From an optimization exercise on the open Yosys and OpenROAD flow, aimed at small area; shortcuts taken in it are not production practice.
Where RTL was checked, it was by simulation tests only, not by an equivalence proof against the original.
No functional check of the RTL was part of runs 3 and 4.
Power figures rest on the tool's default switching activity, not on a simulated workload. The flow treats the clock pin as an ideal source, which a real chip does not have.

$ cat flow/design.v
module sel2
(
  input  a,
  input  s,
  input  b,
  input  sn,
  output y
);
assign y = (a & s) | (b & sn);
endmodule
module aoi222
(
  input  a1, b1, a2, b2, a3, b3,
  output y
);
assign y = !((a1 & b1) | (a2 & b2) | (a3 & b3));
endmodule
module aoi22
(
  input  a1, b1, a2, b2,
  output y
);
assign y = !((a1 & b1) | (a2 & b2));
endmodule
module nand3g
(
  input  a, b, c,
  output y
);
assign y = !(a & b & c);
endmodule
module or2g
(
  input  a, b,
  output y
);
assign y = a | b;
endmodule
module draw_regctrl
(
  input       	CLK,
  input       	RST_X,
  input       	INIT,
  input [11:0]	ERROR,
  input       	CIF_DRWSEL,
  input [3:0]	CIF_REGWRITE,
  input       	CIF_REGREAD,
  input [3:0]	CIF_REGADR,
  input [31:0]	CIF_REGWDATA,
  input       	BUSY_PIXEL,
  input       	BUSY_ADD,
  input       	BUSY_INTERR,
  input       	WORKINGDRW,
  output [31:0]	DRW_REGRDATA,
  output       	REG_EODL,
  output [22:0]	REG_SETFRAME_VRAMADR,
  output [9:0]	REG_SETFRAME_WIDTH,
  output [9:0]	REG_SETFRAME_HEIGHT,
  output [9:0]	REG_SETDRAWAREA_POSX,
  output [9:0]	REG_SETDRAWAREA_POSY,
  output [9:0]	REG_SETDRAWAREA_SIZX,
  output [9:0]	REG_SETDRAWAREA_SIZY,
  output       	REG_SETTEXTURE_FMT,
  output [22:0]	REG_SETTEXTURE_VRAMADR,
  output [9:0]	REG_SETTEXTURE_WIDTH,
  output [9:0]	REG_SETTEXTURE_HEIGHT,
  output [31:0]	REG_SETFCOLOR,
  output       	REG_SETSTMODE,
  output [3:0]	REG_SETSCOLOR_MASK,
  output [31:0]	REG_SETSCOLOR_L,
  output [31:0]	REG_SETSCOLOR_H,
  output       	REG_SETBLENDOFF,
  output [2:0]	REG_SETBLENDALPHA_A,
  output [2:0]	REG_SETBLENDALPHA_B,
  output [2:0]	REG_SETBLENDALPHA_C,
  output [2:0]	REG_SETBLENDALPHA_D,
  output [2:0]	REG_SETBLENDALPHA_E,
  output [7:0]	REG_SETBLENDALPHA_SRCCA,
  output [31:0]	REG_SETBLENDALPHA_COEF0,
  output [31:0]	REG_SETBLENDALPHA_COEF1,
  output [10:0]	REG_PATBLT_DPOSX,
  output [10:0]	REG_PATBLT_DPOSY,
  output [9:0]	REG_PATBLT_DSIZX,
  output [9:0]	REG_PATBLT_DSIZY,
  output [10:0]	REG_BITBLT_DPOSX,
  output [10:0]	REG_BITBLT_DPOSY,
  output [9:0]	REG_BITBLT_DSIZX,
  output [9:0]	REG_BITBLT_DSIZY,
  output [9:0]	REG_BITBLT_SPOSX,
  output [9:0]	REG_BITBLT_SPOSY,
  output       	READYPAT_ADD,
  output       	READYBIT_ADD,
  output       	STARTBLT_ADD,
  output       	READYPAT_PIXEL,
  output       	READYBIT_PIXEL,
  output       	STARTBLT_PIXEL,
  output [3:0]	ERROR_REGCTRL,
  output       	INIT_REGCTRL,
  output [9:0]	REQ_ON_COUNT,
  output [9:0]	REQ_OFF_COUNT
);
wire acc       = CIF_DRWSEL;
wire a_ctrl    = (CIF_REGADR == 4'd0);
wire a_cmd     = (CIF_REGADR == 4'd3);
wire rd_acc    = acc & CIF_REGREAD;
reg ex_wr, ex_val;
always @ (posedge CLK or negedge RST_X) begin
        if( !RST_X ) begin
                ex_wr  <= 1'b0;
                ex_val <= 1'b0;
        end else if(INIT) begin
                ex_wr  <= 1'b0;
                ex_val <= 1'b0;
        end else if(acc & CIF_REGWRITE[0] & a_ctrl) begin
                ex_wr  <= 1'b1;
                ex_val <= CIF_REGWDATA[0];
        end
end
wire exe_is0 = ex_wr & !ex_val;
wire exe_is1 = ex_wr &  ex_val;
reg init_q, exe_q;
always @ (posedge CLK or negedge RST_X) begin
        if( !RST_X ) begin
                init_q <= 1'b0;
                exe_q  <= 1'b0;
        end else begin
                init_q <= exe_is0;
                exe_q  <= exe_is1;
        end
end
assign INIT_REGCTRL = exe_is0 & !init_q;
wire   exe_pls      = exe_is1 & !exe_q;
reg  [31:0] r_CMD;
wire [31:0] cmd_d;
wire [3:0]  cmd_we = {4{acc & a_cmd}} & CIF_REGWRITE;
genvar gb;
generate for(gb = 0; gb < 32; gb = gb + 1) begin : CMDB
        sel2 m(.a(CIF_REGWDATA[gb]), .s(cmd_we[gb/8]), .b(r_CMD[gb]), .sn(!cmd_we[gb/8]), .y(cmd_d[gb]));
end endgenerate
always @ (posedge CLK)
        r_CMD <= cmd_d;
reg  [3:0] rWrSave;
wire       push = &rWrSave;
always @ (posedge CLK or negedge RST_X) begin
        if( !RST_X )
                rWrSave <= 4'd0;
        else if(INIT | !(acc & a_cmd))
                rWrSave <= 4'd0;
        else
                rWrSave <= CIF_REGWRITE | (rWrSave & {4{!push}});
end
reg [9:0] r_REQ_ON_COUNT, r_REQ_OFF_COUNT;
always @ (posedge CLK or negedge RST_X) begin
        if( !RST_X )
                r_REQ_ON_COUNT <= 10'd0;
        else if(INIT)
                r_REQ_ON_COUNT <= 10'd0;
        else if(acc & (CIF_REGADR == 4'd4))
                r_REQ_ON_COUNT <= CIF_REGWDATA[9:0];
end
always @ (posedge CLK or negedge RST_X) begin
        if( !RST_X )
                r_REQ_OFF_COUNT <= 10'd0;
        else if(INIT)
                r_REQ_OFF_COUNT <= 10'd0;
        else if(acc & (CIF_REGADR == 4'd5))
                r_REQ_OFF_COUNT <= CIF_REGWDATA[9:0];
end
assign REQ_ON_COUNT  = r_REQ_ON_COUNT;
assign REQ_OFF_COUNT = r_REQ_OFF_COUNT;
reg dbg;
always @ (posedge CLK or negedge RST_X) begin
        if( !RST_X )
                dbg <= 1'b0;
        else
                dbg <= 1'b1;
end
reg [11:0] rErrSave;
always @ (posedge CLK or negedge RST_X) begin
        if( !RST_X )
                rErrSave <= 12'd0;
        else if(INIT)
                rErrSave <= 12'd0;
        else if(|ERROR)
                rErrSave <= ERROR;
end
reg r_ERR;
always @ (posedge CLK or negedge RST_X) begin
        if( !RST_X )
                r_ERR <= 1'b0;
        else if(INIT)
                r_ERR <= 1'b0;
        else if(acc & (CIF_REGADR > 4'd6))
                r_ERR <= 1'b1;
end
reg [3:0]  rptr;
reg [4:0]  count;
reg [31:0] r_dout;
reg        r_over;
wire       full  = count[4];
wire       empty = (count == 5'd0);
wire       executable;
wire       do_wr = push & !full;
wire       do_rd = executable & !empty;
wire [3:0] wptr  = rptr + count[3:0];
wire [15:0] wsel = {16{do_wr}} & (16'd1 << wptr);
wire [15:0] rsel = {16{do_rd}} & (16'd1 << rptr);
wire [31:0] word [0:15];
genvar gw;
generate for(gw = 0; gw < 16; gw = gw + 1) begin : MEM
        reg  [31:0] w;
        wire [31:0] d;
        for(gb = 0; gb < 32; gb = gb + 1) begin : B
                sel2 m(.a(r_CMD[gb]), .s(wsel[gw]), .b(w[gb]), .sn(!wsel[gw]), .y(d[gb]));
        end
        always @ (posedge CLK)
                w <= d;
        assign word[gw] = w;
end endgenerate
wire [31:0] dout_d;
generate for(gb = 0; gb < 32; gb = gb + 1) begin : RD
        wire [5:0] t;
        wire [1:0] v;
        aoi222 a0(.a1(word[0][gb]),  .b1(rsel[0]),  .a2(word[1][gb]),  .b2(rsel[1]),  .a3(word[2][gb]),  .b3(rsel[2]),  .y(t[0]));
        aoi222 a1(.a1(word[3][gb]),  .b1(rsel[3]),  .a2(word[4][gb]),  .b2(rsel[4]),  .a3(word[5][gb]),  .b3(rsel[5]),  .y(t[1]));
        aoi222 a2(.a1(word[6][gb]),  .b1(rsel[6]),  .a2(word[7][gb]),  .b2(rsel[7]),  .a3(word[8][gb]),  .b3(rsel[8]),  .y(t[2]));
        aoi222 a3(.a1(word[9][gb]),  .b1(rsel[9]),  .a2(word[10][gb]), .b2(rsel[10]), .a3(word[11][gb]), .b3(rsel[11]), .y(t[3]));
        aoi222 a4(.a1(word[12][gb]), .b1(rsel[12]), .a2(word[13][gb]), .b2(rsel[13]), .a3(word[14][gb]), .b3(rsel[14]), .y(t[4]));
        aoi22  a5(.a1(word[15][gb]), .b1(rsel[15]), .a2(r_dout[gb]),   .b2(!do_rd),   .y(t[5]));
        nand3g n0(.a(t[0]), .b(t[1]), .c(t[2]), .y(v[0]));
        nand3g n1(.a(t[3]), .b(t[4]), .c(t[5]), .y(v[1]));
        or2g   o(.a(v[0]), .b(v[1]), .y(dout_d[gb]));
end endgenerate
always @ (posedge CLK or negedge RST_X) begin
        if( !RST_X )
                r_dout <= 32'd0;
        else
                r_dout <= dout_d;
end
always @ (posedge CLK or negedge RST_X) begin
        if( !RST_X ) begin
                rptr   <= 4'd0;
                count  <= 5'd0;
                r_over <= 1'b0;
        end else begin
                if(do_rd)
                        rptr <= rptr + 1'b1;
                if(do_wr & !do_rd)
                        count <= count + 1'b1;
                else if(do_rd & !do_wr)
                        count <= count - 1'b1;
                r_over <= push & full;
        end
end
reg [31:0] r_REGDATA;
always @ (posedge CLK or negedge RST_X) begin
        if( !RST_X )
                r_REGDATA <= 32'd0;
        else if(INIT)
                r_REGDATA <= 32'd0;
        else if(rd_acc) begin
                case(CIF_REGADR)
                        4'd0: r_REGDATA <= {31'd0, ex_val};
                        4'd1: r_REGDATA <= {4'd0, rErrSave, 15'd0, WORKINGDRW};
                        4'd2: r_REGDATA <= {14'd0, full, empty, 11'd0, count};
                        4'd4: r_REGDATA <= {22'd0, r_REQ_ON_COUNT};
                        4'd5: r_REGDATA <= {22'd0, r_REQ_OFF_COUNT};
                        4'd6: r_REGDATA <= {28'd0, dbg, 3'd0};
                        default: r_REGDATA <= r_REGDATA;
                endcase
        end
end
assign DRW_REGRDATA = r_REGDATA;
localparam P_IDLE0 = 3'd0, P_IDLE1 = 3'd1, P_CMD1 = 3'd2, P_CMD1S = 3'd3,
           P_CMD2  = 3'd4, P_CMD2S = 3'd5, P_CMD3 = 3'd6, P_CMD4  = 3'd7;
localparam C_FRAME = 3'd0, C_DRAWAREA = 3'd1, C_TEXTURE = 3'd2, C_FCOLOR = 3'd3,
           C_SCOLOR = 3'd4, C_BLENDALPHA = 3'd5, C_PATBLT = 3'd6, C_BITBLT = 3'd7;
reg exe_valid;
always @ (posedge CLK or negedge RST_X) begin
        if( !RST_X )
                exe_valid <= 1'b0;
        else if(INIT)
                exe_valid <= 1'b0;
        else if(exe_pls)
                exe_valid <= 1'b1;
end
assign executable = exe_valid & !(BUSY_PIXEL | BUSY_ADD | BUSY_INTERR);
reg  [31:0] r_stkdata;
wire [31:0] stk_d;
generate for(gb = 0; gb < 32; gb = gb + 1) begin : STK
        sel2 m(.a(r_dout[gb]), .s(executable), .b(r_stkdata[gb]), .sn(!executable), .y(stk_d[gb]));
end endgenerate
always @ (posedge CLK)
        r_stkdata <= stk_d;
wire [7:0] op = r_stkdata[31:24];
reg        op_multi;
reg  [2:0] op_cls;
always @* begin
        op_multi = 1'b1;
        op_cls   = C_FRAME;
        case(op)
                8'h20: op_cls = C_FRAME;
                8'h21: op_cls = C_DRAWAREA;
                8'h22: op_cls = C_TEXTURE;
                8'h23: op_cls = C_FCOLOR;
                8'h31: op_cls = C_SCOLOR;
                8'h33: op_cls = C_BLENDALPHA;
                8'h81: op_cls = C_PATBLT;
                8'h82: op_cls = C_BITBLT;
                default: op_multi = 1'b0;
        endcase
end
reg [2:0] ph;
reg [2:0] cls;   
always @ (posedge CLK or negedge RST_X) begin
        if( !RST_X )
                ph <= P_IDLE0;
        else if(INIT)
                ph <= P_IDLE0;
        else case(ph)
                P_IDLE0: if(executable) ph <= P_IDLE1;
                P_IDLE1: ph <= executable ? P_CMD1 : P_CMD1S;
                P_CMD1:  if(executable & op_multi) ph <= P_CMD2;
                P_CMD1S: if(executable) ph <= op_multi ? P_CMD2S : P_CMD1;
                P_CMD2:  if(executable) ph <= (cls == C_FCOLOR) ? P_CMD1 : P_CMD3;
                P_CMD2S: if(executable) ph <= P_CMD1;
                P_CMD3:  if(executable) ph <= (cls == C_BITBLT) ? P_CMD4 : P_CMD1;
                P_CMD4:  if(executable) ph <= P_CMD1;
        endcase
end
always @ (posedge CLK) begin
        if(ph == P_CMD1 && executable)
                cls <= op_cls;
end
wire in1 = ((ph == P_CMD1) | (ph == P_CMD1S)) & executable;
wire in2 = (ph == P_CMD2) & executable;
wire in3 = (ph == P_CMD3) & executable;
wire in4 = (ph == P_CMD4) & executable;
wire ld1_eodl   = in1 & (op == 8'h0F);
wire ld1_tex    = in1 & (op == 8'h22);
wire ld1_stmode = in1 & (op == 8'h30);
wire ld1_scolor = in1 & (op == 8'h31);
wire ld1_boff   = in1 & (op == 8'h32);
wire ld1_balpha = in1 & (op == 8'h33);
wire ld2_frame  = in2 & (cls == C_FRAME);
wire ld2_area   = in2 & (cls == C_DRAWAREA);
wire ld2_tex    = in2 & (cls == C_TEXTURE);
wire ld2_fcolor = in2 & (cls == C_FCOLOR);
wire ld2_scolor = in2 & (cls == C_SCOLOR);
wire ld2_balpha = in2 & (cls == C_BLENDALPHA);
wire ld2_pat    = in2 & (cls == C_PATBLT);
wire ld2_bit    = in2 & (cls == C_BITBLT);
wire ld3_frame  = in3 & (cls == C_FRAME);
wire ld3_area   = in3 & (cls == C_DRAWAREA);
wire ld3_tex    = in3 & (cls == C_TEXTURE);
wire ld3_scolor = in3 & (cls == C_SCOLOR);
wire ld3_balpha = in3 & (cls == C_BLENDALPHA);
wire ld3_pat    = in3 & (cls == C_PATBLT);
wire ld3_bit    = in3 & (cls == C_BITBLT);
wire ld4_bit    = in4;
reg         r_eodl;
reg [22:0]  r_setframe_vramadr;
reg [9:0]   r_setframe_width, r_setframe_height;
reg [9:0]   r_setdrawarea_posx, r_setdrawarea_posy, r_setdrawarea_sizx, r_setdrawarea_sizy;
reg         r_settexture_fmt;
reg [22:0]  r_settexture_vramadr;
reg [9:0]   r_settexture_width, r_settexture_height;
reg [31:0]  r_setfcolor;
reg         r_setstmode;
reg [3:0]   r_setscolor_mask;
reg [31:0]  r_setscolor_l, r_setscolor_h;
reg         r_setblendoff;
reg [14:0]  r_setblendalpha_abcde;
reg [7:0]   r_setblendalpha_srcca;
reg [31:0]  r_setblendalpha_coef0, r_setblendalpha_coef1;
reg [10:0]  r_patblt_dposx, r_patblt_dposy;
reg [9:0]   r_patblt_dsizx, r_patblt_dsizy;
reg [10:0]  r_bitblt_dposx, r_bitblt_dposy;
reg [9:0]   r_bitblt_dsizx, r_bitblt_dsizy, r_bitblt_sposx, r_bitblt_sposy;
reg         r_readyBit, r_readyPat, r_start;
wire [31:0] sd = r_stkdata;
always @ (posedge CLK or negedge RST_X) begin
        if( !RST_X ) begin
                r_eodl                <= 1'b0;
                r_setframe_vramadr    <= 23'd0;
                r_setframe_width      <= 10'd0;
                r_setframe_height     <= 10'd0;
                r_setdrawarea_posx    <= 10'd0;
                r_setdrawarea_posy    <= 10'd0;
                r_setdrawarea_sizx    <= 10'd0;
                r_setdrawarea_sizy    <= 10'd0;
                r_settexture_fmt      <= 1'b0;
                r_settexture_vramadr  <= 23'd0;
                r_settexture_width    <= 10'd0;
                r_settexture_height   <= 10'd0;
                r_setfcolor           <= 32'd0;
                r_setstmode           <= 1'b0;
                r_setscolor_mask      <= 4'd0;
                r_setscolor_l         <= 32'd0;
                r_setscolor_h         <= 32'd0;
                r_setblendoff         <= 1'b0;
                r_setblendalpha_abcde <= 15'd0;
                r_setblendalpha_srcca <= 8'd0;
                r_setblendalpha_coef0 <= 32'd0;
                r_setblendalpha_coef1 <= 32'd0;
                r_patblt_dposx        <= 11'd0;
                r_patblt_dposy        <= 11'd0;
                r_patblt_dsizx        <= 10'd0;
                r_patblt_dsizy        <= 10'd0;
                r_bitblt_dposx        <= 11'd0;
                r_bitblt_dposy        <= 11'd0;
                r_bitblt_dsizx        <= 10'd0;
                r_bitblt_dsizy        <= 10'd0;
                r_bitblt_sposx        <= 10'd0;
                r_bitblt_sposy        <= 10'd0;
                r_readyBit            <= 1'b0;
                r_readyPat            <= 1'b0;
                r_start               <= 1'b0;
        end else if(INIT) begin
                r_eodl                <= 1'b0;
                r_setframe_vramadr    <= 23'd0;
                r_setframe_width      <= 10'd0;
                r_setframe_height     <= 10'd0;
                r_setdrawarea_posx    <= 10'd0;
                r_setdrawarea_posy    <= 10'd0;
                r_setdrawarea_sizx    <= 10'd0;
                r_setdrawarea_sizy    <= 10'd0;
                r_settexture_fmt      <= 1'b0;
                r_settexture_vramadr  <= 23'd0;
                r_settexture_width    <= 10'd0;
                r_settexture_height   <= 10'd0;
                r_setfcolor           <= 32'd0;
                r_setstmode           <= 1'b0;
                r_setscolor_mask      <= 4'd0;
                r_setscolor_l         <= 32'd0;
                r_setscolor_h         <= 32'd0;
                r_setblendoff         <= 1'b0;
                r_setblendalpha_abcde <= 15'd0;
                r_setblendalpha_srcca <= 8'd0;
                r_setblendalpha_coef0 <= 32'd0;
                r_setblendalpha_coef1 <= 32'd0;
                r_patblt_dposx        <= 11'd0;
                r_patblt_dposy        <= 11'd0;
                r_patblt_dsizx        <= 10'd0;
                r_patblt_dsizy        <= 10'd0;
                r_bitblt_dposx        <= 11'd0;
                r_bitblt_dposy        <= 11'd0;
                r_bitblt_dsizx        <= 10'd0;
                r_bitblt_dsizy        <= 10'd0;
                r_bitblt_sposx        <= 10'd0;
                r_bitblt_sposy        <= 10'd0;
                r_readyBit            <= 1'b0;
                r_readyPat            <= 1'b0;
                r_start               <= 1'b0;
        end else begin
                r_eodl <= ld1_eodl;
                if(ld2_frame) r_setframe_vramadr <= sd[22:0];
                if(ld3_frame) begin
                        r_setframe_width  <= sd[25:16];
                        r_setframe_height <= sd[9:0];
                end
                if(ld2_area) begin
                        r_setdrawarea_posx <= sd[25:16];
                        r_setdrawarea_posy <= sd[9:0];
                end
                if(ld3_area) begin
                        r_setdrawarea_sizx <= sd[25:16];
                        r_setdrawarea_sizy <= sd[9:0];
                end
                if(ld1_tex) r_settexture_fmt <= sd[0];
                if(ld2_tex) r_settexture_vramadr <= sd[22:0];
                if(ld3_tex) begin
                        r_settexture_width  <= sd[25:16];
                        r_settexture_height <= sd[9:0];
                end
                if(ld2_fcolor) r_setfcolor <= sd;
                if(ld1_stmode) r_setstmode <= sd[0];
                if(ld1_scolor) r_setscolor_mask <= sd[3:0];
                if(ld2_scolor) r_setscolor_l <= sd;
                if(ld3_scolor) r_setscolor_h <= sd;
                if(ld1_boff) begin
                        r_setblendoff         <= 1'b1;
                        r_setblendalpha_abcde <= 15'd0;
                        r_setblendalpha_srcca <= 8'd0;
                        r_setblendalpha_coef0 <= 32'd0;
                end
                if(ld1_balpha) begin
                        r_setblendoff         <= 1'b0;
                        r_setblendalpha_abcde <= sd[22:8];
                        r_setblendalpha_srcca <= sd[7:0];
                end
                if(ld2_balpha) r_setblendalpha_coef0 <= sd;
                if(ld3_balpha) r_setblendalpha_coef1 <= sd;
                if(ld2_pat) begin
                        r_patblt_dposx <= sd[26:16];
                        r_patblt_dposy <= sd[10:0];
                end
                if(ld3_pat) begin
                        r_patblt_dsizx <= sd[25:16];
                        r_patblt_dsizy <= sd[9:0];
                end
                if(ld2_bit) begin
                        r_bitblt_dposx <= sd[26:16];
                        r_bitblt_dposy <= sd[10:0];
                end
                if(ld3_bit) begin
                        r_bitblt_dsizx <= sd[25:16];
                        r_bitblt_dsizy <= sd[9:0];
                end
                if(ld4_bit) begin
                        r_bitblt_sposx <= sd[25:16];
                        r_bitblt_sposy <= sd[9:0];
                end
                if(ph == P_CMD4) begin
                        r_readyBit <= 1'b1;
                        r_readyPat <= 1'b0;
                end else if(ph == P_CMD3 && cls == C_PATBLT) begin
                        r_readyBit <= 1'b0;
                        r_readyPat <= 1'b1;
                end
                r_start <= (ph == P_CMD4) | (ph == P_CMD3 && cls == C_PATBLT);
        end
end
assign REG_EODL                = r_eodl;
assign REG_SETFRAME_VRAMADR    = r_setframe_vramadr;
assign REG_SETFRAME_WIDTH      = r_setframe_width;
assign REG_SETFRAME_HEIGHT     = r_setframe_height;
assign REG_SETDRAWAREA_POSX    = r_setdrawarea_posx;
assign REG_SETDRAWAREA_POSY    = r_setdrawarea_posy;
assign REG_SETDRAWAREA_SIZX    = r_setdrawarea_sizx;
assign REG_SETDRAWAREA_SIZY    = r_setdrawarea_sizy;
assign REG_SETTEXTURE_FMT      = r_settexture_fmt;
assign REG_SETTEXTURE_VRAMADR  = r_settexture_vramadr;
assign REG_SETTEXTURE_WIDTH    = r_settexture_width;
assign REG_SETTEXTURE_HEIGHT   = r_settexture_height;
assign REG_SETFCOLOR           = r_setfcolor;
assign REG_SETSTMODE           = r_setstmode;
assign REG_SETSCOLOR_MASK      = r_setscolor_mask;
assign REG_SETSCOLOR_L         = r_setscolor_l;
assign REG_SETSCOLOR_H         = r_setscolor_h;
assign REG_SETBLENDOFF         = r_setblendoff;
assign REG_SETBLENDALPHA_A     = r_setblendalpha_abcde[14:12];
assign REG_SETBLENDALPHA_B     = r_setblendalpha_abcde[11:9];
assign REG_SETBLENDALPHA_C     = r_setblendalpha_abcde[8:6];
assign REG_SETBLENDALPHA_D     = r_setblendalpha_abcde[5:3];
assign REG_SETBLENDALPHA_E     = r_setblendalpha_abcde[2:0];
assign REG_SETBLENDALPHA_SRCCA = r_setblendalpha_srcca;
assign REG_SETBLENDALPHA_COEF0 = r_setblendalpha_coef0;
assign REG_SETBLENDALPHA_COEF1 = r_setblendalpha_coef1;
assign REG_PATBLT_DPOSX        = r_patblt_dposx;
assign REG_PATBLT_DPOSY        = r_patblt_dposy;
assign REG_PATBLT_DSIZX        = r_patblt_dsizx;
assign REG_PATBLT_DSIZY        = r_patblt_dsizy;
assign REG_BITBLT_DPOSX        = r_bitblt_dposx;
assign REG_BITBLT_DPOSY        = r_bitblt_dposy;
assign REG_BITBLT_DSIZX        = r_bitblt_dsizx;
assign REG_BITBLT_DSIZY        = r_bitblt_dsizy;
assign REG_BITBLT_SPOSX        = r_bitblt_sposx;
assign REG_BITBLT_SPOSY        = r_bitblt_sposy;
assign READYPAT_ADD            = r_readyPat;
assign READYBIT_ADD            = r_readyBit;
assign STARTBLT_ADD            = r_start;
assign READYPAT_PIXEL          = r_readyPat;
assign READYBIT_PIXEL          = r_readyBit;
assign STARTBLT_PIXEL          = r_start;
assign ERROR_REGCTRL           = {1'b0, r_over, 1'b0, r_ERR};
endmodule
$ cat flow/flow/run.sh
#!/bin/bash
# ORFS layout (the standard.sh) with these changes:
#  - synthesis is synth_recipe.tcl unchanged, except that ABC maps the
#    combinational logic with an area script (flow/area.abc);
#  - port buffers use the smallest buffer cell;
#  - the clock tree uses explicit buffer type and clustering.
set -euo pipefail
HERE=$(pwd)
export MY_ABC_SCRIPT=$HERE/flow/area.abc
export BUFFER_PORTS_ARGS="-buffer_cell sky130_fd_sc_hd__buf_1"
export CTS_ARGS="-sink_clustering_enable -repair_clock_nets -buf_list sky130_fd_sc_hd__clkbuf_16 -sink_clustering_size 30 -sink_clustering_max_diameter 80 -dont_use_dummy_load"
cat flow/abc_override.tcl synth_recipe.tcl > my_synth.tcl
sed "s#SYNTH_SCRIPT=[^ ]*#SYNTH_SCRIPT=$HERE/my_synth.tcl#" standard.sh > my_standard.sh
grep -q "SYNTH_SCRIPT=$HERE/my_synth.tcl" my_standard.sh
bash my_standard.sh > standard.log 2>&1
$ cat flow/flow/abc_override.tcl
# Run ABC with an area-oriented mapping script (amap) instead of ORFS's
# delay-oriented one. Registers are mapped before ABC and are untouched.
proc abc {args} {
  set i [lsearch $args -script]
  if {$i >= 0} { lset args [expr {$i+1}] $::env(MY_ABC_SCRIPT) }
  yosys abc {*}$args
}
$ cat flow/flow/area.abc
strash; dch -f; amap; topo
$ cat flow/standard.sh
#!/bin/bash
# synth_recipe.tcl (not shown) runs the flow's synth.tcl, then flattens the netlist and writes it again
# the make line also repeats each setting of config.mk as NAME=value (left out here)
make -C /OpenROAD-flow-scripts/flow DESIGN_CONFIG=/design/flow/config.mk WORK_HOME=/design/flow/orfs CLKGATE_MAP_FILE= SYNTH_SCRIPT=/design/flow/synth_recipe.tcl "${@:-finish}"
$ cat flow/config.mk
export PLATFORM = sky130hd
export DESIGN_NAME = draw_regctrl
export DESIGN_NICKNAME = draw_regctrl
export VERILOG_FILES = /design/flow/design.v
export SDC_FILE = /design/flow/constraint.sdc
export NUM_CORES = 4
export LEC_CHECK = 0
export ABC_AREA = 1
export CAP_MARGIN = 20
export CORE_MARGIN = 2
export CORE_UTILIZATION = 40
export SLEW_MARGIN = 20
export SYNTH_HIERARCHICAL = 1
export SYNTH_MINIMUM_KEEP_SIZE = 0
$ cat flow/constraint.sdc
create_clock -name core_clock -period 3.3 [get_ports {CLK}]
set_input_delay 0.6600 -clock core_clock [delete_from_list [all_inputs] [get_ports {CLK}]]
set_output_delay 0.6600 -clock core_clock [all_outputs]
set_load 0.01 [all_outputs]
==> reports/metrics.yaml, run 1 <==
outcome: "complete, no violations"
p_leak_nw: 18.2
cts_root_buf: "clkbuf_16"
cp-end-kind: "flop"
wl_per_cell_um: 24.3
critical_path_class: "reg2reg"
grt_setup_unrepaired: "no"
synth_cell_types: 36
start_util_pct: 40.2
netlist_area_sq_um: 38700
p_per_area_nw_per_um2: 500
fillerInstances: 9069
wl_met1_mm: 55.7
drive_gt1_share_pct: 6.29
area_growth_pct: 16.6
ys.warnings.count: 7
crit_chain: "clkinv_1 -> nand3_1 -> nand2_4 -> clkinv_1 -> nand2_1 -> nor2_2 -> buf_4 -> a222oi_1 -> nand3_1 -> or2_0"
ir_worst_vdd_uv: 373
ys_top_cells_by_count: "577 x a22o_1, 576 x dfxtp_1, 534 x dfrtp_1, 418 x nand2_1, 367 x o21ai_0"
hold_class: "in2reg"
setup_violations: 0
dpl.hpwl_mm: 84.8
worstPathMaxFanout: 19
place_area_sq_um: 43900
gp_congestion: 0.837
ios: 545
slew_headroom_pct: 18.2
drcViolationCount: 0
grt_first_pass_wirelength_mm: 193
wl_mm: 130
postSynthCellCount: 3343
wl_met2_mm: 62.0
core_sq_um: 96300
critical_path.max_stage_delay_ns: 1.00
cts_htree_levels: 2
clk_latency_ns: 0.67
dr_wl_met3_mm: 8.01
grt_pass1_vias: 29457
clkSinkCount: 1113
clkSlewWorstSetupHoldPaths_ns: 0.10
total_power_mw: 22.6
multi_input_area_sq_um: 13400
synth_top_area_share_pct: 34.5
maxCapViolations: 0
synth_edf_count: 3
synth_area_per_cell_sq_um: 11.6
synth-seq-area-share_pct: 64.6
yosys_register_bits: 1113
num_rows: 114
hold_violations: 0
seq_area_sq_um: 25000
yosys.area.top_type: "dfrtp_1"
post_cts_buffers: 0
ys.flop_type: "dfxtp_1"
die-area_sq_um: 99200
crit_required_ns: 3.86
antenna_cells: 0
track_usage_pct: 25.2
cpMaxStageDelayCell: "nor2_2"
ant_nets: 0
antenna_found_initial: 0
vias_per_cell: 5.77
synthTopCellsByArea: "dfrtp_1 35%, dfxtp_1 30%, a22o_1 13%, o21ai_0 4.7%, a222oi_1 4.1%"
fmax_mhz: 333
cts_made_buffers: 48
skew_ns: 0.0536
cts_tree: "yes"
die_h_um: 315
holdWs_ns: 0.200
setup_tns_ns: 0
drtIter0Drc: 3367
synthArstFlopShare_pct: 48.0
via_count: 30739
overflow: 0
layout_min_cycle_time_ns: 3.00
numPortBuffers: 532
fin_crit_sh_pct: 90.9
slew_viol_final: 0
top_layer: "met4"
dr.pass1.iters: 11
dieWidth_um: 315
tightest_slew_ns: 1.23
synth_most_common_cell: "a22o_1"
num-nets-final: 4129
grt_max_degree: 124
startpoint_type: "flop"
cts.path.max_buffers: 3
stdcell_area_sq_um: 45100
arrival_ns: 3.56
Yosys stat by module, one instance, submodules excluded:
| module | cell area (sq um) | flops+latches |
|---|---|---|
| draw_regctrl | 31300 | 1113 |
| aoi22 | 7.51 | 0 |
| nand3g | 5.00 | 0 |
| aoi222 | 10.0 | 0 |
| sel2 | 8.76 | 0 |
| or2g | 6.26 | 0 |
critical path, delay by kind of cell (launching register included):
family | cells | cell delay, ns
flops | 1 | 0.44
simple gates | 6 | 1.71
buf+inv | 3 | 0.66
compound gates | 1 | 0.13
cell families (layout without fill, tap and decap cells):
family | Yosys count | in the layout | synth area share [%]
flip-flops | 1113 | 1113 | 64.6
buffers and inverters | 151 | 848 | 1.63
AO/OA/AOI/OAI | 1304 | 1304 | 25.1
adder cells (fa/ha/maj) | 15 | 15 | 0.524
AND/OR/NAND/NOR | 758 | 758 | 8.13
other | 2 | 13 | 0.0194
where the power goes:
group / internal [mW] / total (mW) / switching, mW
registers: 13.8 / 14.4 / 0.615
clock network: 2.62 / 6.80 / 4.19
logic: 0.424 / 1.41 / 0.981
total: 16.8 / 22.6 / 5.78
registers in the layout (all words and copies together), names as in the netlist, 11 cells and up:
signal	count
MEM.w	512
rErrSave	12
r_CMD	32
r_REGDATA	22
r_bitblt_dposx	11
r_bitblt_dposy	11
r_dout	32
r_patblt_dposx	11
r_patblt_dposy	11
r_setblendalpha_abcde	15
r_setblendalpha_coef0	32
r_setblendalpha_coef1	32
r_setfcolor	32
r_setframe_vramadr	23
r_setscolor_h	32
r_setscolor_l	32
r_settexture_vramadr	23
r_stkdata	32
cells in the final DEF (no fill, tap or decap), drive strengths merged, types with 2 or more instances in the layout:
| cell type | Yosys | final |
|---|---|---|
| o22a | 6 | 6 |
| buf | 17 | 663 |
| a222oi | 160 | 160 |
| nor3 | 15 | 15 |
| a31oi | 2 | 2 |
| a22o | 577 | 577 |
| nand3 | 79 | 79 |
| o31ai | 4 | 4 |
| fa | 2 | 2 |
| or3 | 9 | 9 |
| a211oi | 3 | 3 |
| conb | 2 | 13 |
| clkbuf | 0 | 50 |
| dfxtp | 576 | 576 |
| o32ai | 3 | 3 |
| dfrtp | 534 | 534 |
| ha | 13 | 13 |
| a21o | 2 | 2 |
| o21ai | 367 | 367 |
| nand4 | 18 | 18 |
| or2 | 36 | 36 |
| nor4 | 7 | 7 |
| a21oi | 82 | 82 |
| nor2 | 173 | 173 |
| nand2 | 418 | 418 |
| clkinv | 134 | 133 |
| a22oi | 32 | 32 |
| o22ai | 61 | 61 |
| edfxtp | 3 | 3 |
per-layer routing:
metal / global-route usage (%) / vias up
met5: 0 / -
met4: 7.81 / 0
met3: 3.68 / 197
met2: 42.2 / 1164
met1: 33.8 / 15296
li1: - / 14082
final timing paths:
kind                                  start                       end  slack [ns]  depth (start not counted)
max                                count[1]                 r_dout[8]        0.30                         10
min                        CIF_REGWDATA[29]                 r_CMD[29]        0.20                          2
max reg2reg                        count[1]                 r_dout[8]        0.30                         10
min reg2reg                          ex_val                    init_q        0.47                          1
max in group asynchronous             RST_X  r_setblendalpha_srcca[1]        1.80                          3
min in group asynchronous             RST_X         r_REQ_ON_COUNT[9]        0.50                          2
per-stage QoR:
step / setup slack [ns] / utilization (%) / cells
6_report: 0.300 / 46.9 / 5327
5_1_grt: 0.121 / 46.9 / 5327
4_1_cts: 0.120 / 46.8 / 5326
3_5_place_dp: -0.159 / 45.6 / 5277
3_3_place_gp: -0.158 / 45.6 / 5277
2_1_floorplan: -0.180 / - / 3354
cell type report:
| cell class | instances | share of cell area, % |
|---|---|---|
| tap | 1276 | 3.54 |
| sequential | 1113 | 55.3 |
| multi-input combinational | 2090 | 29.7 |
| timing repair buffer | 666 | 7.60 |
| clock buffer | 48 | 2.66 |
| inverter | 134 | 1.16 |
what timing repair did:
item | in CTS | in global routing
hold endpoints to repair | 13 | 0
hold buffers | 1 | 0
gates resized for setup | 0 | 1
setup endpoints to repair | 0 | 24
==> run 2, diff against run 1 <==
--- a/flow/config.mk
+++ b/flow/config.mk
@@ -8,7 +8,7 @@
 export ABC_AREA = 1
 export CAP_MARGIN = 20
 export CORE_MARGIN = 2
-export CORE_UTILIZATION = 40
+export CORE_UTILIZATION = 60
 export SLEW_MARGIN = 20
 export SYNTH_HIERARCHICAL = 1
 export SYNTH_MINIMUM_KEEP_SIZE = 0
==> run 2 against run 1 <==
Effect of this change:
- flip-flop and latch count is the same
- combinational power is essentially flat
- clock skew shrank 0.026 ns
- still clean on timing, DRC and antenna
- first-iteration DRC count grew 36%
==> reports/metrics.yaml, run 2 <==
cts_tree: "yes"
synthArstFlopShare_pct: 48.0  # unchanged
overflow: 0  # unchanged
maxCapViolations: 0  # unchanged
layout.cells.non_filler: 4882  # -8.4%
worst_slack_ns: 0.199  # -0.102 ns
setup_violations: 0  # unchanged
ant_nets: 0  # unchanged
synth_area_per_cell_sq_um: 11.6  # unchanged
worstPathMaxFanout: 32  # +13
fmax_mhz: 322  # -3.3%
setup_tns_ns: 0  # unchanged
crit_buf_inv: 4  # +1
postSynthCellCount: 3343  # unchanged
crit_cells: 12  # +2
grt_first_pass_wirelength_mm: 198  # +2.5%
rr_worst_depth: 12  # +2
crit_required_ns: 3.82  # -0.04 ns
tightest_slew_ns: 1.11  # -0.117 ns
top_register: "MEM.w"
place_inst: 4835  # -8.4%
final_cell_mix: "577 x a22o_1, 576 x dfxtp_1, 534 x dfrtp_1"
cp-end-kind: "flop"
numPortBuffers: 532  # unchanged
die-area_sq_um: 66500  # -33%
setup.worst_path.start: "count[0]"
ys.flop_type: "dfxtp_1"
layout_min_cycle_time_ns: 3.10  # +0.102 ns
drive_gt1_share_pct: 5.69  # -0.61 points
outcome: "complete, no violations"
grt_setup_unrepaired: "no"
slew_headroom_pct: 25.9  # +7.7 points
critical_path_class: "reg2reg"
core_sq_um: 64100  # -33%
slew_viol_final: 0  # unchanged
antenna_found_initial: 0  # unchanged
netlist_area_sq_um: 38700  # unchanged
clkSinkCount: 1113  # unchanged
critical_path.max_stage_delay_ns: 0.47  # -0.53 ns
ys.warnings.count: 7  # unchanged
rrSetupSlack_ns: 0.20  # -0.10 ns
die_h_um: 258  # -18%
final_core_util_pct: 69.1  # +22 points
fin_crit_sh_pct: 94.0  # +3.1 points
startpoint_type: "flop"
num_rows: 93  # -18%
p_leak_nw: 18.0  # -0.97%
track_usage_pct: 38.5  # +13 points
grt_max_degree: 85  # -31%
wl_mm: 130  # +0.45%
synth-seq-area-share_pct: 64.6  # unchanged
synthTopCellsByArea: "dfrtp_1 35%, dfxtp_1 30%, a22o_1 13%, o21ai_0 4.7%, a222oi_1 4.1%"
ys_top_cells_by_count: "577 x a22o_1, 576 x dfxtp_1, 534 x dfrtp_1, 418 x nand2_1, 367 x o21ai_0"
worstSetupEndpoint: "r_dout[3]"
ir_worst_vdd_uv: 507  # +36%
synth_top_area_share_pct: 34.5  # unchanged
yosys.area.top_type: "dfrtp_1"
clk_latency_ns: 0.64  # -0.03 ns
dpl.hpwl_mm: 87.4  # +3.1%
ios: 545  # unchanged
cts_made_buffers: 44  # -8.3%
synth_cell_types: 36  # unchanged
gp_congestion: 0.971  # +16%
grt_pass1_vias: 31558  # +7.1%
final_common_cell: "a22o_1"
synth_most_common_cell: "a22o_1"
cts.path.max_buffers: 3  # unchanged
num-nets-final: 4104  # -0.61%
dpl_worst_slack_ns: 0.110  # +0.269 ns
start_util_pct: 60.4  # +20 points
skew_ns: 0.0274  # -0.0261 ns
arrival_ns: 3.62  # +0.06 ns
path_delay_family: "simple AND/OR/NAND/NOR gates"
drtIter0Drc: 4593  # +36%
cpMaxStageDelayCell: "dfrtp_1"
p_per_area_nw_per_um2: 502  # +0.24%
clkSlewWorstSetupHoldPaths_ns: 0.12  # +0.02 ns
r2r-start: "count[0]"
synth_edf_count: 3  # unchanged
dr.pass1.iters: 12  # +1
cts_htree_levels: 2  # unchanged
yosys_register_bits: 1113  # unchanged
hold_class: "in2reg"
drcViolationCount: 0  # unchanged
wl_per_cell_um: 26.7  # +9.6%
dieWidth_um: 258  # -18%
area_growth_pct: 14.5
crit_top_cell: "buf_4"
total_power_mw: 22.2  # -1.6%
crit_chain: "nor3_1 -> nand3_1 -> nand2_4 -> clkinv_1 -> buf_4 -> nand2_1 -> buf_4 -> nor2_2 -> buf_4 -> a222oi_1 -> nand3_1 -> or2_0"
worstReg2RegEnd: "r_dout[3]"
hold_violations: 0  # unchanged
largest_reg_flops: 512  # unchanged
vias_per_cell: 6.62  # +15%
via_count: 32335  # +5.2%
cts_root_buf: "clkbuf_16"
[run 2: changes by cell type in the layout (fill, tap and decap cells not counted)]
cell	previous run	this run
buf_12	32	30
buf_4	100	81
clkbuf_16	48	44
diode_2	0	1
nor2_2	22	25
nor2_4	24	21
or2_1	0	1
or2_2	1	0
[run 2: layout make-up]
cell class              count  area (sq um)
repair buffers            645          3250
fillers                  4845         19800
clock buffers              44          1100
flip-flops and latches   1113         25000
inverters                 134           526
well taps                 855          1070
diodes                      1          2.50
multi-input cells        2090         13400
[run 2: per-stage QoR]
step                      hold slack [ns]  area (sq um)
after floorplan                     0.364         38900
after global placement              0.459         43200
after detailed placement            0.468         43200
after CTS                           0.205         44300
after global routing                0.208         44300
final                               0.215         44300
[run 2: what timing repair did]
item,4_1_cts,5_1_grt
gates resized for setup,0,0
buffers inserted,0,0
hold endpoints to repair,9,0
hold buffers,1,0
[run 2: layer usage]
metal	routed length, um	up-vias	GRT usage [%]
met4	7180	0	18.7
li1	-	14017	-
met1	50900	16095	51.8
met2	60800	1865	61.7
met3	11400	358	5.89
met5	0	-	0
[run 2: power by group]
part | leakage (nW) | switching, mW | internal (mW)
Sequential | 12.0 | 0.614 | 13.8
Combinational | 5.53 | 0.991 | 0.404
Clock | 0.542 | 4.04 | 2.42
Total | 18.0 | 5.65 | 16.6
[run 2: worst min-delay path by stage]
stage                                   from                        to  cells past startpoint
global route                CIF_REGWDATA[17]                 r_CMD[17]                      2
floorplan                              RST_X                  count[0]                      0
finish                      CIF_REGWDATA[29]                 r_CMD[29]                      2
global placement           r_bitblt_dposy[2]         r_bitblt_dposy[2]                      2
detailed placement  r_setblendalpha_abcde[9]  r_setblendalpha_abcde[9]                      2
CTS                         CIF_REGWDATA[26]                 r_CMD[26]                      2
[run 2: Yosys stat by module, one instance, submodules excluded]
module | copies in the design | flops+latches | area (sq um) | cells inside
aoi22 | 32 | 0 | 7.51 | 1
aoi222 | 160 | 0 | 10.0 | 1
nand3g | 64 | 0 | 5.00 | 1
sel2 | 576 | 0 | 8.76 | 1
draw_regctrl | 1 | 1113 | 31300 | 2479
or2g | 32 | 0 | 6.26 | 1
[run 2: cell families (layout without fill, tap and decap cells)]
| group | count (synthesis) | in the layout | synth area share, % |
|---|---|---|---|
| other | 2 | 14 | 0.0194 |
| DFF | 1113 | 1113 | 64.6 |
| buffers and inverters | 151 | 823 | 1.63 |
| and+or+nand+nor | 758 | 758 | 8.13 |
| AOI/OAI and AO/OA | 1304 | 1304 | 25.1 |
| adders and majority gates | 15 | 15 | 0.524 |
==> run 3, diff against run 2 <==
--- a/flow/design.v
+++ b/flow/design.v
@@ -1,41 +1,3 @@
-module sel2
-(
-  input  a,
-  input  s,
-  input  b,
-  input  sn,
-  output y
-);
-assign y = (a & s) | (b & sn);
-endmodule
-module aoi222
-(
-  input  a1, b1, a2, b2, a3, b3,
-  output y
-);
-assign y = !((a1 & b1) | (a2 & b2) | (a3 & b3));
-endmodule
-module aoi22
-(
-  input  a1, b1, a2, b2,
-  output y
-);
-assign y = !((a1 & b1) | (a2 & b2));
-endmodule
-module nand3g
-(
-  input  a, b, c,
-  output y
-);
-assign y = !(a & b & c);
-endmodule
-module or2g
-(
-  input  a, b,
-  output y
-);
-assign y = a | b;
-endmodule
 module draw_regctrl
 (
   input       	CLK,
@@ -130,15 +92,15 @@
 end
 assign INIT_REGCTRL = exe_is0 & !init_q;
 wire   exe_pls      = exe_is1 & !exe_q;
-reg  [31:0] r_CMD;
-wire [31:0] cmd_d;
-wire [3:0]  cmd_we = {4{acc & a_cmd}} & CIF_REGWRITE;
-genvar gb;
-generate for(gb = 0; gb < 32; gb = gb + 1) begin : CMDB
-        sel2 m(.a(CIF_REGWDATA[gb]), .s(cmd_we[gb/8]), .b(r_CMD[gb]), .sn(!cmd_we[gb/8]), .y(cmd_d[gb]));
-end endgenerate
-always @ (posedge CLK)
-        r_CMD <= cmd_d;
+reg [31:0] r_CMD;
+always @ (posedge CLK) begin
+        if(acc & a_cmd) begin
+                if(CIF_REGWRITE[3]) r_CMD[31:24] <= CIF_REGWDATA[31:24];
+                if(CIF_REGWRITE[2]) r_CMD[23:16] <= CIF_REGWDATA[23:16];
+                if(CIF_REGWRITE[1]) r_CMD[15:8]  <= CIF_REGWDATA[15:8];
+                if(CIF_REGWRITE[0]) r_CMD[7:0]   <= CIF_REGWDATA[7:0];
+        end
+end
 reg  [3:0] rWrSave;
 wire       push = &rWrSave;
 always @ (posedge CLK or negedge RST_X) begin
@@ -193,7 +155,8 @@
         else if(acc & (CIF_REGADR > 4'd6))
                 r_ERR <= 1'b1;
 end
-reg [3:0]  rptr;
+reg [31:0] mem [0:15];
+reg [3:0]  wptr, rptr;
 reg [4:0]  count;
 reg [31:0] r_dout;
 reg        r_over;
@@ -202,49 +165,27 @@
 wire       executable;
 wire       do_wr = push & !full;
 wire       do_rd = executable & !empty;
-wire [3:0] wptr  = rptr + count[3:0];
-wire [15:0] wsel = {16{do_wr}} & (16'd1 << wptr);
-wire [15:0] rsel = {16{do_rd}} & (16'd1 << rptr);
-wire [31:0] word [0:15];
-genvar gw;
-generate for(gw = 0; gw < 16; gw = gw + 1) begin : MEM
-        reg  [31:0] w;
-        wire [31:0] d;
-        for(gb = 0; gb < 32; gb = gb + 1) begin : B
-                sel2 m(.a(r_CMD[gb]), .s(wsel[gw]), .b(w[gb]), .sn(!wsel[gw]), .y(d[gb]));
-        end
-        always @ (posedge CLK)
-                w <= d;
-        assign word[gw] = w;
-end endgenerate
-wire [31:0] dout_d;
-generate for(gb = 0; gb < 32; gb = gb + 1) begin : RD
-        wire [5:0] t;
-        wire [1:0] v;
-        aoi222 a0(.a1(word[0][gb]),  .b1(rsel[0]),  .a2(word[1][gb]),  .b2(rsel[1]),  .a3(word[2][gb]),  .b3(rsel[2]),  .y(t[0]));
-        aoi222 a1(.a1(word[3][gb]),  .b1(rsel[3]),  .a2(word[4][gb]),  .b2(rsel[4]),  .a3(word[5][gb]),  .b3(rsel[5]),  .y(t[1]));
-        aoi222 a2(.a1(word[6][gb]),  .b1(rsel[6]),  .a2(word[7][gb]),  .b2(rsel[7]),  .a3(word[8][gb]),  .b3(rsel[8]),  .y(t[2]));
-        aoi222 a3(.a1(word[9][gb]),  .b1(rsel[9]),  .a2(word[10][gb]), .b2(rsel[10]), .a3(word[11][gb]), .b3(rsel[11]), .y(t[3]));
-        aoi222 a4(.a1(word[12][gb]), .b1(rsel[12]), .a2(word[13][gb]), .b2(rsel[13]), .a3(word[14][gb]), .b3(rsel[14]), .y(t[4]));
-        aoi22  a5(.a1(word[15][gb]), .b1(rsel[15]), .a2(r_dout[gb]),   .b2(!do_rd),   .y(t[5]));
-        nand3g n0(.a(t[0]), .b(t[1]), .c(t[2]), .y(v[0]));
-        nand3g n1(.a(t[3]), .b(t[4]), .c(t[5]), .y(v[1]));
-        or2g   o(.a(v[0]), .b(v[1]), .y(dout_d[gb]));
-end endgenerate
-always @ (posedge CLK or negedge RST_X) begin
-        if( !RST_X )
-                r_dout <= 32'd0;
-        else
-                r_dout <= dout_d;
+integer i;
+always @ (posedge CLK) begin
+        for(i = 0; i < 16; i = i + 1)
+                if(do_wr && wptr == i)
+                        mem[i] <= r_CMD;
 end
+wire [31:0] rdata = mem[rptr];
 always @ (posedge CLK or negedge RST_X) begin
         if( !RST_X ) begin
+                wptr   <= 4'd0;
                 rptr   <= 4'd0;
                 count  <= 5'd0;
+                r_dout <= 32'd0;
                 r_over <= 1'b0;
         end else begin
-                if(do_rd)
-                        rptr <= rptr + 1'b1;
+                if(do_wr)
+                        wptr <= wptr + 1'b1;
+                if(do_rd) begin
+                        rptr   <= rptr + 1'b1;
+                        r_dout <= rdata;
+                end
                 if(do_wr & !do_rd)
                         count <= count + 1'b1;
                 else if(do_rd & !do_wr)
@@ -285,13 +226,11 @@
                 exe_valid <= 1'b1;
 end
 assign executable = exe_valid & !(BUSY_PIXEL | BUSY_ADD | BUSY_INTERR);
-reg  [31:0] r_stkdata;
-wire [31:0] stk_d;
-generate for(gb = 0; gb < 32; gb = gb + 1) begin : STK
-        sel2 m(.a(r_dout[gb]), .s(executable), .b(r_stkdata[gb]), .sn(!executable), .y(stk_d[gb]));
-end endgenerate
-always @ (posedge CLK)
-        r_stkdata <= stk_d;
+reg [31:0] r_stkdata;
+always @ (posedge CLK) begin
+        if(executable)
+                r_stkdata <= r_dout;
+end
 wire [7:0] op = r_stkdata[31:24];
 reg        op_multi;
 reg  [2:0] op_cls;
--- a/flow/config.mk
+++ b/flow/config.mk
@@ -8,7 +8,5 @@
 export ABC_AREA = 1
 export CAP_MARGIN = 20
 export CORE_MARGIN = 2
-export CORE_UTILIZATION = 60
+export CORE_UTILIZATION = 40
 export SLEW_MARGIN = 20
-export SYNTH_HIERARCHICAL = 1
-export SYNTH_MINIMUM_KEEP_SIZE = 0
==> run 3 against run 2 <==
Effect of this change:
- flip-flop and latch count rose by 4
- clock power up 4.0%
- area after synthesis increased by 2.7%
- total power up 6.8%
- worst hold slack worse by 0.17 ns
- via count fell by 19%
- combinational power is 29% higher
==> reports/metrics.yaml, run 3 <==
holdWs_ns: 0.0459  # -0.169 ns
synth_area_per_cell_sq_um: 13.8  # +20%
startpoint_type: "flop"
internal-power_mw: 18.1  # +9.1%
stdcell_area_sq_um: 45900  # +3.5%
wl_per_cell_um: 24.0  # -10%
gp_congestion: 0.815  # -16%
grt_setup_unrepaired: "no"
met1_usage_pct: 31.0  # -21 points
cts_root_buf: "clkbuf_16"
synth_top_family_by_area: "compound AO/OA/AOI/OAI gates"
overflow: 0  # unchanged
ir_worst_vdd_uv: 414  # -19%
cts_hold_buf: 0  # -1
drcViolationCount: 0  # unchanged
antenna_cells: 0  # -1
cts.path.max_buffers: 3  # unchanged
ys.warnings.count: 2  # -5
critical_path_class: "reg2reg"
layout.cells.non_filler: 4843  # -0.80%
synthXorXnorAreaFrac_pct: 0  # unchanged
skew_ns: 0.0773  # +0.0498 ns
seq_area_sq_um: 30800  # +23%
core_sq_um: 98400  # +54%
synthArstFlopShare_pct: 48.2  # +0.19 points
worstPathMaxFanout: 32  # unchanged
track_usage_pct: 22.4  # -16 points
cp-end-kind: "flop"
final_cell_mix: "579 x edfxtp_1, 538 x dfrtp_1, 530 x buf_1"
hold_violations: 0  # unchanged
netlist_area_sq_um: 39700  # +2.7%
num-nets-final: 3632  # -12%
final_core_util_pct: 46.6  # -22 points
num_rows: 115  # +24%
p_sw_share_pct: 23.8  # -1.6 points
vias_per_cell: 5.41  # -18%
synth_compound_area_share_pct: 12.1  # -13 points
clkPwrFrac_pct: 28.3  # -0.7 points
tightest_slew_ns: 1.13  # +0.0246 ns
fin_crit_sh_pct: 84.5  # -9.5 points
antenna_found_initial: 2  # +2
die-area_sq_um: 102000  # +53%
gr-max-usage-layer: "met2"
layout_min_cycle_time_ns: 2.79  # -0.314 ns
place_area_sq_um: 44600  # +3.4%
ys.flop_type: "edfxtp_1"
synth-simple-area-share_pct: 8.38  # +0.24 points
synthTopCellsByArea: "edfxtp_1 44%, dfrtp_1 34%, o21ai_0 4.6%, nand2_1 4.5%, a22oi_1 2.3%"
synthAdderAreaFrac_pct: 0.428  # -0.095 points
clk_latency_ns: 0.67  # +0.03 ns
outcome: "complete, no violations"
drtIter0Drc: 2526  # -45%
post_cts_buffers: 0  # unchanged
cts_htree_levels: 2  # unchanged
clkSlewWorstSetupHoldPaths_ns: 0.11  # about the same
slew_viol_final: 0  # unchanged
ios: 545  # unchanged
numPortBuffers: 532  # unchanged
cts_resized: 0  # unchanged
die_h_um: 319  # +24%
via_count: 26220  # -19%
synth_cell_types: 39  # +8.3%
grt_max_degree: 99  # +16%
ys_top_cells_by_count: "579 x edfxtp_1, 538 x dfrtp_1, 475 x nand2_1, 367 x o21ai_0, 220 x nor2_1"
hold_class: "in2async"
dieWidth_um: 319  # +24%
synth-seq-area-share_pct: 77.7  # +13 points
crit_required_ns: 3.83  # about the same
dr.pass1.iters: 7  # -5
arrival_ns: 3.32  # -0.30 ns
setup_violations: 0  # unchanged
synth_most_common_cell: "edfxtp_1"
maxCapViolations: 0  # unchanged
p_per_area_nw_per_um2: 518  # +3.2%
drive_gt1_share_pct: 6.07  # +0.39 points
p_leak_nw: 16.8  # -6.7%
fillerInstances: 8952  # +85%
top_register: "mem"
wl_mm: 116  # -11%
largest_reg_flops: 512  # unchanged
p_sw_mw: 5.65  # about the same
multi_input_area_sq_um: 8670  # -35%
pwr-share-comb_pct: 7.6  # +1.3 points
grt_first_pass_wirelength_mm: 171  # -13%
synth_top_area_share_pct: 43.8  # +9.2 points
muxShareOfSynthArea_pct: 0  # unchanged
synth_edf_count: 579  # +576
grt_pass1_vias: 24960  # -21%
yosys_register_bits: 1117  # +0.36%
cts_made_buffers: 48  # +9.1%
final_common_cell: "edfxtp_1"
clkSinkCount: 1117  # +0.36%
postSynthCellCount: 2869  # -14%
place_inst: 4793  # -0.87%
sequentialPowerShare_pct: 64.1  # -0.6 points
ant_nets: 0  # unchanged
start_util_pct: 40.4  # -20 points
gr-usage-met2_pct: 37.5  # -24 points
fmax_mhz: 359  # +11%
yosys.area.top_type: "edfxtp_1"
setup_tns_ns: 0  # unchanged
cts_tree: "yes"
grt_use_met3_pct: 3.30  # -2.6 points
dpl.hpwl_mm: 75.7  # -13%
area_growth_pct: 15.5
slew_headroom_pct: 24.2  # -1.6 points
[run 3: cell types whose count changed after synthesis, sizes merged, moves of 11 or more]
cell    change
clkinv     -21
a22o      -563
a22oi      +92
a222oi    -112
a31oi      +23
or2        -32
dfxtp     -576
a221oi     +18
nand3      -27
a21oi      +11
edfxtp    +576
nand2      +57
nor2       +47
[run 3: area by class of cell]
cell class / instances / share of cell area (%)
Timing Repair Buffer: 645 / 6.82
Multi-Input combinational cell: 1633 / 18.9
Inverter: 113 / 0.927
Tap cell: 1287 / 3.51
Sequential cell: 1117 / 67.2
Clock buffer: 48 / 2.62
[run 3: logic make-up after synthesis]
| family | after synthesis |
|---|---|
| and+or+nand+nor | 823 |
| adders and majority gates | 13 |
| buffers and inverters | 130 |
| other | 2 |
| DFF | 1117 |
| AOI/OAI and AO/OA | 784 |
[run 3: metrics by stage]
step | setup slack, ns | total power, mW
final | 0.512 | 23.7
after global routing | 0.303 | 24.6
after CTS | 0.587 | 23.9
after detailed placement | 0.371 | 17.3
after global placement | 0.331 | 17.3
after floorplan | 0.0143 | 16.3
[run 3: final timing paths]
path / from / to / slack (ns) / cells past startpoint
max: rptr[1] / r_dout[10] / 0.51 / 8
min: RST_X / r_setblendalpha_coef1[6] / 0.05 / 1
max reg2reg: rptr[1] / r_dout[10] / 0.51 / 8
min reg2reg: r_dout[20] / r_stkdata[20] / 0.43 / 0
max in group asynchronous: RST_X / wptr[3] / 2.24 / 2
min in group core_clock: CIF_REGWDATA[13] / r_CMD[13] / 0.19 / 1
[run 3: power groups by stage]
stage               logic (mW)  registers, mW  clock network, mW
floorplan                0.697           15.6                  0
global placement          1.80           15.5                  0
detailed placement        1.81           15.5                  0
CTS                       1.82           15.2               6.85
global route              1.99           15.3               7.29
finish                    1.80           15.2               6.72
[run 3: worst max-delay path, cell delays in order (launching register included)]
cell,delay [ns]
dfrtp_1,0.43
ha_1,0.19
clkinv_1,0.18
nor2_2,0.07
buf_4,0.32
a222oi_1,0.48
nand3_1,0.21
a211oi_1,0.60
a31oi_1,0.15
[run 3: per-layer routing]
metal	share of wire, %	vias up	wire (um)
li1	-	11954	-
met1	43	13202	49900
met2	49	919	56400
met3	6.2	145	7220
met4	2.3	0	2730
met5	0	-	0
==> run 4, diff against run 3 <==
--- a/flow/config.mk
+++ b/flow/config.mk
@@ -8,5 +8,5 @@
 export ABC_AREA = 1
 export CAP_MARGIN = 20
 export CORE_MARGIN = 2
-export CORE_UTILIZATION = 40
+export CORE_UTILIZATION = 65
 export SLEW_MARGIN = 20
==> run 4 against run 3 <==
Effect of this change:
- flip-flop and latch count is the same
- maximum frequency shrank 2.3%
- combinational power grew 3%
- sequential power is essentially flat
- area after synthesis is the same
- global-route usage grew 14 points
- clock skew shrank 0.023 ns
- clock-buffer cell count shrank 3
- utilization grew 28 points
- total power shrank 1.0%
- setup slack lost 0.065 ns
- largest cell class unchanged
- largest power group unchanged
==> reports/metrics.yaml, run 4 <==
outcome: "complete, no violations"
final_core_util_pct: 74.8  # +28 points
synth_top_family_by_area: "compound AO/OA/AOI/OAI gates"
overflow: 0  # unchanged
final_common_cell: "edfxtp_1"
drcViolationCount: 0  # unchanged
yosys_register_bits: 1117  # unchanged
skew_ns: 0.0540  # -0.0232 ns
top_register: "mem"
p_per_area_nw_per_um2: 520  # +0.51%
gp_congestion: 0.941  # +16%
hold_end: "r_CMD[28]"
cp-end-kind: "flop"
ios: 545  # unchanged
setup_tns_ns: 0  # unchanged
clk_latency_ns: 0.65  # -0.02 ns
ys_top_cells_by_count: "579 x edfxtp_1, 538 x dfrtp_1, 475 x nand2_1, 367 x o21ai_0, 220 x nor2_1"
synth_compound_area_share_pct: 12.1  # unchanged
rr_worst_depth: 12  # +4
dieWidth_um: 251  # -21%
numPortBuffers: 532  # unchanged
hold_violations: 0  # unchanged
fmax_mhz: 351  # -2.3%
ys.warnings.count: 2  # unchanged
post_cts_buffers: 0  # unchanged
fillerInstances: 3987  # -55%
cts_hold_buf: 1  # +1
ir_worst_vdd_uv: 627  # +52%
final_cell_mix: "579 x edfxtp_1, 538 x dfrtp_1, 530 x buf_1"
postSynthCellCount: 2869  # unchanged
fin_crit_sh_pct: 86.4  # +2.0 points
setup_violations: 0  # unchanged
dpl.hpwl_mm: 77.0  # +1.7%
grt_pass1_vias: 26357  # +5.6%
die-area_sq_um: 63100  # -38%
place_area_sq_um: 44000  # -1.3%
synth_cell_types: 39  # unchanged
cts_tree: "yes"
synthXorXnorAreaFrac_pct: 0  # unchanged
slew_headroom_pct: 28.9  # +4.7 points
startpoint_type: "flop"
yosys.area.top_type: "edfxtp_1"
antenna_found_initial: 1  # -1
drive_gt1_share_pct: 5.96  # -0.11 points
clkSinkCount: 1117  # unchanged
cts_root_buf: "clkbuf_16"
muxShareOfSynthArea_pct: 0  # unchanged
p_leak_nw: 16.8  # about the same
cts_resized: 0  # unchanged
r2r-start: "rWrSave[2]"
hold_class: "in2reg"
cts.path.max_buffers: 3  # unchanged
rrSetupSlack_ns: 0.45  # -0.07 ns
synth-simple-area-share_pct: 8.38  # unchanged
critical_path_class: "reg2reg"
synthAdderAreaFrac_pct: 0.428  # unchanged
netlist_area_sq_um: 39700  # unchanged
slew_viol_final: 0  # unchanged
core_sq_um: 60400  # -39%
cts_htree_levels: 2  # unchanged
synthTopCellsByArea: "edfxtp_1 44%, dfrtp_1 34%, o21ai_0 4.6%, nand2_1 4.5%, a22oi_1 2.3%"
hold_depth: 1
cts_made_buffers: 45  # -6.3%
vias_per_cell: 6.35  # +17%
ys.flop_type: "edfxtp_1"
arrival_ns: 3.38  # +0.06 ns
grt_max_degree: 87  # -12%
grt_first_pass_wirelength_mm: 171  # -0.43%
track_usage_pct: 36.8  # +14 points
synth_area_per_cell_sq_um: 13.8  # unchanged
crit_required_ns: 3.82  # about the same
synth-seq-area-share_pct: 77.7  # unchanged
area_growth_pct: 13.7
synth_edf_count: 579  # unchanged
drtIter0Drc: 3322  # +32%
synthArstFlopShare_pct: 48.2  # unchanged
synth_most_common_cell: "edfxtp_1"
largest_reg_flops: 512  # unchanged
ant_nets: 0  # unchanged
wl_per_cell_um: 26.8  # +12%
worstPathMaxFanout: 6  # -81%
start_util_pct: 65.8  # +25 points
num_rows: 90  # -22%
die_h_um: 251  # -21%
num-nets-final: 3631  # -0.028%
via_count: 27569  # +5.1%
tightest_slew_ns: 1.06  # -0.0699 ns
dr.pass1.iters: 6  # -1
stdcell_area_sq_um: 45200  # -1.5%
wl_mm: 116  # about the same
synth_top_area_share_pct: 43.8  # unchanged
clkSlewWorstSetupHoldPaths_ns: 0.11  # about the same
holdCritStartpoint: "CIF_REGWDATA[28]"
maxCapViolations: 0  # unchanged
worstReg2RegEnd: "count[4]"
layout_min_cycle_time_ns: 2.85  # +0.0650 ns
grt_setup_unrepaired: "no"
==> run 4: cell counts after synthesis <==
Identical to the previous run, type by type.
==> run 4: area by class of cell <==
cell class / count / area, sq um / area share, %
Clock buffer: 45 / 1130 / 2.49
Inverter: 113 / 425 / 0.942
Sequential cell: 1117 / 30800 / 68.3
Multi-Input combinational cell: 1633 / 8580 / 19.0
Timing Repair Buffer: 647 / 3210 / 7.10
Tap cell: 782 / 978 / 2.17
Antenna cell: 3 / 7.51 / 0.0166
==> run 4: layer usage <==
layer  global-route usage [%]  vias up  wire length [um]  share of wire (%)
met5                        0        -                13              0.011
met4                     17.1        2              5980                5.1
met3                     5.93      304              9950                8.6
met2                     61.3     1503             57800                 50
met1                     48.2    13831             42500                 37
li1                         -    11929                 -                  -
==> run 4: worst max path at each step <==
stage | start | to | slack (ns) | depth (start not counted)
after floorplan | BUSY_ADD | r_bitblt_dsizx[0] | 0.01 | 6
after global placement | BUSY_PIXEL | count[4] | 0.33 | 16
after detailed placement | BUSY_PIXEL | ph[1] | 0.30 | 13
after CTS | rWrSave[3] | count[4] | 0.44 | 12
after global routing | rWrSave[2] | count[4] | 0.26 | 12
final | rWrSave[2] | count[4] | 0.45 | 12
==> run 4: worst max-delay path: stages, from the launching register on <==
cell and delay, ns:
dfrtp_1 0.37, nand4_1 0.34, nor2_1 0.31, ha_1 0.21
clkinv_1 0.09, buf_4 0.16, fa_1 0.41, a21o_1 0.18
a21oi_1 0.18, nor2_1 0.06, a211oi_1 0.24, nor2_1 0.07
a21oi_1 0.12
==> run 4: power by group <==
group / internal (mW) / switching, mW
Sequential: 15.0 / 0.289
Clock: 2.46 / 3.94
Combinational: 0.540 / 1.31
==> run 4: cell families (layout without fill, tap and decap cells) <==
family                   count (synthesis)  in the layout
AO/OA/AOI/OAI                          784            784
adder cells (fa/ha/maj)                 13             13
buffers and inverters                  130            805
flip-flops                            1117           1117
other                                    2             16
AND/OR/NAND/NOR                        823            823
==> run 4: through the flow <==
step | power, mW | instances | hold WS (ns) | setup slack [ns]
final | 23.5 | 4340 | 0.179 | 0.447
after global routing | 24.1 | 4337 | 0.178 | 0.263
after CTS | 23.5 | 4337 | 0.164 | 0.437
after detailed placement | 17.4 | 4291 | 0.433 | 0.304
after global placement | 17.3 | 4291 | 0.431 | 0.328
after floorplan | 16.3 | 2880 | 0.364 | 0.0143

port drivers added, routing unchanged:
How much do the figures lean on ideal ports? The routed layouts below were timed once more, with nothing changed but the port constraints.
Step 1 (the two cells are an assumption about what drives the block):
set clk [get_ports {CLK}]
set_driving_cell -lib_cell sky130_fd_sc_hd__clkbuf_16 $clk
set_driving_cell -lib_cell sky130_fd_sc_hd__buf_2 [delete_from_list [all_inputs] $clk]
Step 2, shift: input delay + t, output delay - t, t = (earliest + latest rising clock arrival at the registers) / 2. This alone moves slack from input paths to output paths.
Three values: ideal ports, drivers, drivers and shift; two values: the first two.
run | shift t [ns] | setup WS [ns] | worst setup path at the end | worst slew at a driven data input, ns
run 1 | 0.706 | 0.300 / 0.300 / -0.271 | input to register | 0.06
run 2 | 0.691 | 0.199 / 0.199 / 0.020 | input to register | 0.09
run 3 | 0.690 | 0.512 / 0.512 / 0.327 | input to register | 0.11
run 4 | 0.681 | 0.447 / 0.447 / 0.209 | input to register | 0.09
With both steps, setup timing fails in run 1, where it was met with ideal ports. For run 1, which loses most, drivers alone change the setup slack by 0.000 ns; drivers and shift together by -0.571 ns.
